This design comes from an exercise in tuning for small area and a short achievable clock period on the open sky130 flow, not from production work.
Only simulation tests tie the RTL to the original design; equivalence was not proved.
Power figures rest on the tool's default switching activity, not on a simulated workload.

run A:
==> flow/design.v <==
module add32_sk( a, b, cin, sum );
	input  [31:0] a, b;
	input         cin;
	output [31:0] sum;
	reg [31:0] g, p, c;
	integer l, i;
	always @* begin
		g = a & b;
		p = a ^ b;
		g[0] = g[0] | ( p[0] & cin );
		for ( l = 1; l < 32; l = l * 2 )
			for ( i = 0; i < 32; i = i + 1 )
				if ( ( i / l ) % 2 == 1 ) begin
					g[i] = g[i] | ( p[i] & g[( i / l ) * l - 1] );
					p[i] = p[i] & p[( i / l ) * l - 1];
				end
		c = { g[30:0], cin };
	end
	assign sum = a ^ b ^ c;
endmodule
module rf_cell( clk, d, s, h, q );
	input clk, d, s, h;
	output reg q;
	always @( posedge clk )
		q <= ( d & s ) | ( q & h );
endmodule
module rf_aoi3( a1, a2, b1, b2, c1, c2, y );
	input a1, a2, b1, b2, c1, c2;
	output y;
	assign y = ~( ( a1 & a2 ) | ( b1 & b2 ) | ( c1 & c2 ) );
endmodule
module rf_rdbit( d, s, y );
	input [31:1] d, s;
	output y;
	wire [10:0] t;
	genvar k;
	generate
		for ( k = 0; k < 10; k = k + 1 ) begin : g
			rf_aoi3 u( .a1(d[3*k+1]), .a2(s[3*k+1]), .b1(d[3*k+2]), .b2(s[3*k+2]), .c1(d[3*k+3]), .c2(s[3*k+3]), .y(t[k]) );
		end
	endgenerate
	assign t[10] = ~( d[31] & s[31] );
	assign y = ~&t;
endmodule
module rf_2r1w( clk, we, wn, wd, rs_l, rs_h, rt_l, rt_h, rd1, rd2 );
	input clk, we;
	input [4:0] wn;
	input [3:0] rs_l, rt_l;    
	input [7:0] rs_h, rt_h;    
	input [31:0] wd;
	output [31:0] rd1, rd2;
	reg [31:1] ws, wh, s1, s2;
	integer i;
	always @* begin
		for ( i = 1; i < 32; i = i + 1 ) begin
			ws[i] = we & ( wn == i );
			wh[i] = ~ws[i];
			s1[i] = rs_l[i%4] & rs_h[i/4];
			s2[i] = rt_l[i%4] & rt_h[i/4];
		end
	end
	genvar b, j;
	generate
		for ( b = 0; b < 32; b = b + 1 ) begin : gb
			wire [31:1] col;
			for ( j = 1; j < 32; j = j + 1 ) begin : r
				rf_cell u( .clk(clk), .d(wd[b]), .s(ws[j]), .h(wh[j]), .q(col[j]) );
			end
			rf_rdbit p1( .d(col), .s(s1), .y(rd1[b]) );
			rf_rdbit p2( .d(col), .s(s2), .y(rd2[b]) );
		end
	endgenerate
endmodule
module mips_single( clk, rst, imem_addr, imem_rdata, dmem_addr, dmem_wdata, dmem_re, dmem_we, dmem_rdata,
                    rf_we, rf_waddr, rf_wdata );
	input clk, rst;
	output [31:0] imem_addr;
	input  [31:0] imem_rdata;
	output [31:0] dmem_addr, dmem_wdata;
	output dmem_re, dmem_we;
	input  [31:0] dmem_rdata;
	output rf_we;
	output [4:0] rf_waddr;
	output [31:0] rf_wdata;
	reg  [31:2] pc;
	wire [31:2] pc4 = pc + 30'd1;
	reg         m_taken;
	reg  [31:0] m_alu;
	always @( posedge clk ) begin
		if ( rst )
			pc <= 30'd0;
		else
			pc <= m_taken ? m_alu[31:2] : pc4;
	end
	assign imem_addr = { pc, 2'b00 };
	reg [31:26] d_op;
	reg [15:0]  d_lo;
	reg [3:0]   d_rs_l, d_rt_l;
	reg [7:0]   d_rs_h, d_rt_h;
	reg [31:2] d_pc4;
	reg        d_v;
	always @( posedge clk ) begin
		d_op <= imem_rdata[31:26];
		d_lo <= imem_rdata[15:0];
		d_rs_l <= 4'd1 << imem_rdata[22:21];
		d_rs_h <= 8'd1 << imem_rdata[25:23];
		d_rt_l <= 4'd1 << imem_rdata[17:16];
		d_rt_h <= 8'd1 << imem_rdata[20:18];
		d_pc4 <= pc4;
		d_v   <= ~rst;
	end
	wire [4:0]  rs  = { d_rs_h[4] | d_rs_h[5] | d_rs_h[6] | d_rs_h[7], d_rs_h[2] | d_rs_h[3] | d_rs_h[6] | d_rs_h[7],
	                    d_rs_h[1] | d_rs_h[3] | d_rs_h[5] | d_rs_h[7], d_rs_l[2] | d_rs_l[3], d_rs_l[1] | d_rs_l[3] };
	wire [4:0]  rt  = { d_rt_h[4] | d_rt_h[5] | d_rt_h[6] | d_rt_h[7], d_rt_h[2] | d_rt_h[3] | d_rt_h[6] | d_rt_h[7],
	                    d_rt_h[1] | d_rt_h[3] | d_rt_h[5] | d_rt_h[7], d_rt_l[2] | d_rt_l[3], d_rt_l[1] | d_rt_l[3] };
	wire [31:0] d_ins = { d_op, rs, rt, d_lo };
	wire [5:0]  op  = d_ins[31:26];
	wire [4:0]  rd  = d_ins[15:11];
	wire [15:0] imm = d_ins[15:0];
	wire [5:0]  fn  = d_ins[5:0];
	wire i_r   = ~( op[5] | op[3] | op[2] | op[1] );   
	wire i_lw  = op[5] & ~op[3];                       
	wire i_sw  = op[5] &  op[3];                       
	wire i_ori = op[3] & ~op[5];                       
	wire i_br  = op[2] & ~op[3];                       
	wire i_j   = op[1] & ~op[5];                       
	wire [4:0] wn   = i_r ? rd : rt;
	wire       wr   = d_v & ( i_r | i_ori | i_lw ) & ( wn != 5'd0 );
	wire c_sll = i_r & ~fn[5];
	wire c_log = ( i_r & fn[2] ) | i_ori;
	wire c_or  = fn[0] | i_ori;
	wire c_slt = i_r & fn[3];
	wire c_sub = i_r & fn[1];
	wire c_imm = i_ori | op[5] | i_br | i_j;
	wire c_ext = imm[15] & ~i_ori;
	wire c_jb  = i_br | i_j;
	wire [31:0] a_pc = { d_pc4[31:28], i_j ? 26'd0 : d_pc4[27:2], 2'b00 };
	wire [31:0] immv = i_j ? { 4'd0, d_ins[25:0], 2'b00 } :
	                   i_br ? { {14{imm[15]}}, imm, 2'b00 } : { {16{c_ext}}, imm };
	wire [31:0] rd1, rd2;
	reg         w_we, rw_we_n;
	reg  [4:0]  w_n, rw_n_n;
	reg  [31:0] w_data, rw_data_n;
	rf_2r1w RF( .clk(clk), .we(~rw_we_n), .wn(~rw_n_n), .wd(~rw_data_n), .rs_l(d_rs_l), .rs_h(d_rs_h), .rt_l(d_rt_l), .rt_h(d_rt_h), .rd1(rd1), .rd2(rd2) );
	wire [31:0] bsel = c_imm ? immv : rd2;
	reg  [7:0]  eqp;
	integer q;
	always @* begin
		for ( q = 0; q < 8; q = q + 1 )
			eqp[q] = ( rd1[4*q +: 4] == rd2[4*q +: 4] );
	end
	wire [31:0] bop  = bsel ^ {32{c_sub}};
	reg [31:0] e_a, e_b, e_bop;
	reg [4:0]  e_sh;
	reg        e_cin, e_sll, e_or, e_arith, e_slt, e_bne;
	reg [7:0]  e_eqp;
	reg [4:0]  e_wn;
	reg        e_we, e_lw, e_sw, e_br, e_j;
	always @( posedge clk ) begin
		e_a <= c_jb ? a_pc : rd1;
		e_b <= rd2;
		e_bop <= bop;
		e_sh <= imm[10:6];
		e_cin <= c_sub;
		e_sll <= c_sll;
		e_or  <= c_or;
		e_arith <= ~( c_sll | c_log | c_slt );
		e_slt <= c_slt;
		e_eqp <= eqp;
		e_bne <= op[0];
		e_wn <= wn;
		if ( rst ) begin
			e_we <= 1'b0; e_lw <= 1'b0; e_sw <= 1'b0; e_br <= 1'b0; e_j <= 1'b0;
		end else begin
			e_we <= wr; e_lw <= d_v & i_lw; e_sw <= d_v & i_sw; e_br <= d_v & i_br; e_j <= d_v & i_j;
		end
	end
	wire [31:0] sum;
	add32_sk ADD( .a(e_a), .b(e_bop), .cin(e_cin), .sum(sum) );
	wire [31:0] shl   = e_b << e_sh;
	wire [31:0] logv  = e_or ? ( e_a | e_bop ) : ( e_a & e_bop );
	wire [31:0] other = e_sll ? shl : e_slt ? 32'd0 : logv;
	wire        taken = e_j | ( e_br & ( ( &e_eqp ) ^ e_bne ) );
	wire [31:0] res   = e_arith ? sum : { other[31:1], other[0] | ( e_slt & sum[31] ) };
	reg [31:0] m_sd;
	reg [4:0]  m_wn;
	reg        m_we, m_lw, m_sw;
	reg        m_ld_n;   
	wire       m_ld = ~m_ld_n;
	always @( posedge clk ) begin
		m_alu <= res;
		m_sd  <= e_b;
		m_wn <= e_wn;
		if ( rst ) begin
			m_we <= 1'b0; m_lw <= 1'b0; m_sw <= 1'b0; m_taken <= 1'b0; m_ld_n <= 1'b1;
		end else begin
			m_we <= e_we; m_lw <= e_lw; m_sw <= e_sw; m_taken <= taken; m_ld_n <= ~e_lw;
		end
	end
	assign dmem_addr  = m_alu;
	assign dmem_wdata = m_sd;
	assign dmem_re    = m_lw;
	assign dmem_we    = m_sw;
	wire [31:0] wdata = m_ld ? dmem_rdata : m_alu;
	always @( posedge clk ) begin
		w_data <= wdata;
		rw_data_n <= ~wdata;
		w_n <= m_wn;
		rw_n_n <= ~m_wn;
		if ( rst ) begin
			w_we <= 1'b0;
			rw_we_n <= 1'b1;
		end else begin
			w_we <= m_we;
			rw_we_n <= ~m_we;
		end
	end
	assign rf_we    = w_we;
	assign rf_waddr = w_n;
	assign rf_wdata = w_data;
endmodule
==> flow/config.mk <==
export PLATFORM = sky130hd
export DESIGN_NAME = mips_single
export DESIGN_NICKNAME = mips_single
export VERILOG_FILES = /design/flow/design.v
export SDC_FILE = /design/flow/constraint.sdc
export NUM_CORES = 4
export LEC_CHECK = 0
export CAP_MARGIN = 20
export CORE_MARGIN = 2
export CORE_UTILIZATION = 65
export PLACE_DENSITY = 0.7
export SLEW_MARGIN = 20
export SYNTH_HIERARCHICAL = 1
export SYNTH_MINIMUM_KEEP_SIZE = 0
==> flow/constraint.sdc <==
create_clock -name core_clock -period 15.0 [get_ports {clk}]
set_input_delay 3.0000 -clock core_clock [delete_from_list [all_inputs] [get_ports {clk}]]
set_output_delay 3.0000 -clock core_clock [all_outputs]
set_load 0.01 [all_outputs]
standard.sh (not shown) runs the stock make flow with config.mk's settings and CLKGATE_MAP_FILE= SYNTH_SCRIPT=/design/flow/synth_recipe.tcl, a recipe that flattens the netlist after the stock synthesis.
==> flow/flow/run.sh <==
#!/bin/bash
# Standard ORFS layout (the standard.sh, synthesis unchanged), with:
#  - timing repair aimed below the 15 ns clock (setup margin), so the achieved
#    period is pushed towards what the design's IO paths allow;
#  - port buffers made from buf_1 cells instead of the default choice;
#  - clock tree with larger sink clusters and no dummy balancing loads.
# Each make step's full output is in orfs/logs; the make output is in flow_make.log.
set -euo pipefail
bash standard.sh \
  SETUP_SLACK_MARGIN=10.8 \
  "BUFFER_PORTS_ARGS=-buffer_cell sky130_fd_sc_hd__buf_1" \
  "CTS_ARGS=-sink_clustering_enable -repair_clock_nets -sink_clustering_size 24 -sink_clustering_max_diameter 70 -dont_use_dummy_load" \
  finish > flow_make.log 2>&1
Run A | stages: all done | timing, DRC, antenna: all pass
--- input diff run A..run B ---
- swapping 20 for 30 in CAP_MARGIN
- swapping 20 for 30 in SLEW_MARGIN
- swapping 0.7 for 0.75 in PLACE_DENSITY
- swapping 65 for 70 in CORE_UTILIZATION
diff --git a/flow/flow/run.sh b/flow/flow/run.sh
--- a/flow/flow/run.sh
+++ b/flow/flow/run.sh
@@ -11,3 +11,3 @@
   "BUFFER_PORTS_ARGS=-buffer_cell sky130_fd_sc_hd__buf_1" \
-  "CTS_ARGS=-sink_clustering_enable -repair_clock_nets -sink_clustering_size 24 -sink_clustering_max_diameter 70 -dont_use_dummy_load" \
+  "CTS_ARGS=-sink_clustering_enable -repair_clock_nets -sink_clustering_size 20 -sink_clustering_max_diameter 80 -dont_use_dummy_load" \
   finish > flow_make.log 2>&1
Notes after the runs:
Run B completed; timing, DRC and antenna clean. Diff run A -> run B | shortest period the worst path allows | increase of 0.010 ns. Against run A, run B comes in 0.2 points lower on part of the total power dissipated in combinational logic. On fmax, run B tracks run A almost exactly. A end of the critical path of imem_addr[2] is what run A shows, while dmem_addr[4] belongs to run B. Compared with run A, placement density in the core of run B is higher. For the relative area change from synthesis to final layout, run B came in 0.54 points higher than run A did. Summary of run B over run A: number of buffers outside the clock class in the layout rose by about 2%, cell count went down about 1.4%, sequential share of layout area lower, total power climbed 0.00012 W. Going from run A to run B, total number of tap cells shrank by a little under 10%.
What run C does differently from run B at the input level:
- a change of CORE_UTILIZATION from 70 to 65
- a change of SLEW_MARGIN from 30 to 20
- a change of CAP_MARGIN from 30 to 20
- a change of PLACE_DENSITY from 0.75 to 0.7
[summary]
- Compared with run B, run C shows a lower per-cell via count in the routed design.
- Compared with run B, in run C layout clock buffer count now sits higher; smallest hold slack now sits at about the same level; share of the clock period used by the worst path after layout flat; power attributed to the clock group shows no meaningful change; per-cell routed wire length -0.49%.
- From run C to run B, remaining number of nets flagged by the antenna check after routing did not move at all.
- When the final numbers for run C and run B were put side by side, the starting density of the core turned out to be smaller in run C.
- Power: run C vs run B, no meaningful difference
- Compared with run B, run C shows a clock group share of total power that is 0.2 points higher.
- [run C] cell count rose about 1.6% relative to run B

-- separate check: timing with driven ports --
Ports are ideal in the flow. The routed layouts listed here were re-timed in OpenROAD.
Step 1: set_driving_cell puts a clkbuf_16 on clk and a buf_2 on each other input, an assumption about the parent block.
Step 2 times the ports against the registers' clock, not the clock port: input delays grow and output delays shrink by t, the midpoint of the rising clock arrivals with the driver on.
a / b / c = no drivers / after step 1 / after step 2; a / b = the first two.
run | shift t [ns] | setup slack, ns | worst hold slack (ns) | clock arrival spread, ns
run A | 0.717 | 10.816 / 10.739 / 10.603 | 0.315 / 0.315 / 0.315 | 0.063 / 0.064
run B | 0.728 | 10.806 / 10.732 / 10.555 | 0.332 / 0.332 / 0.332 | 0.046 / 0.046
run C | 0.730 | 10.800 / 10.723 / 10.577 | 0.332 / 0.332 / 0.332 | 0.058 / 0.058
After both steps every run listed still meets setup and hold. The setup slack of run B, which loses most, moves by -0.074 ns with the drivers and by -0.251 ns with both steps.
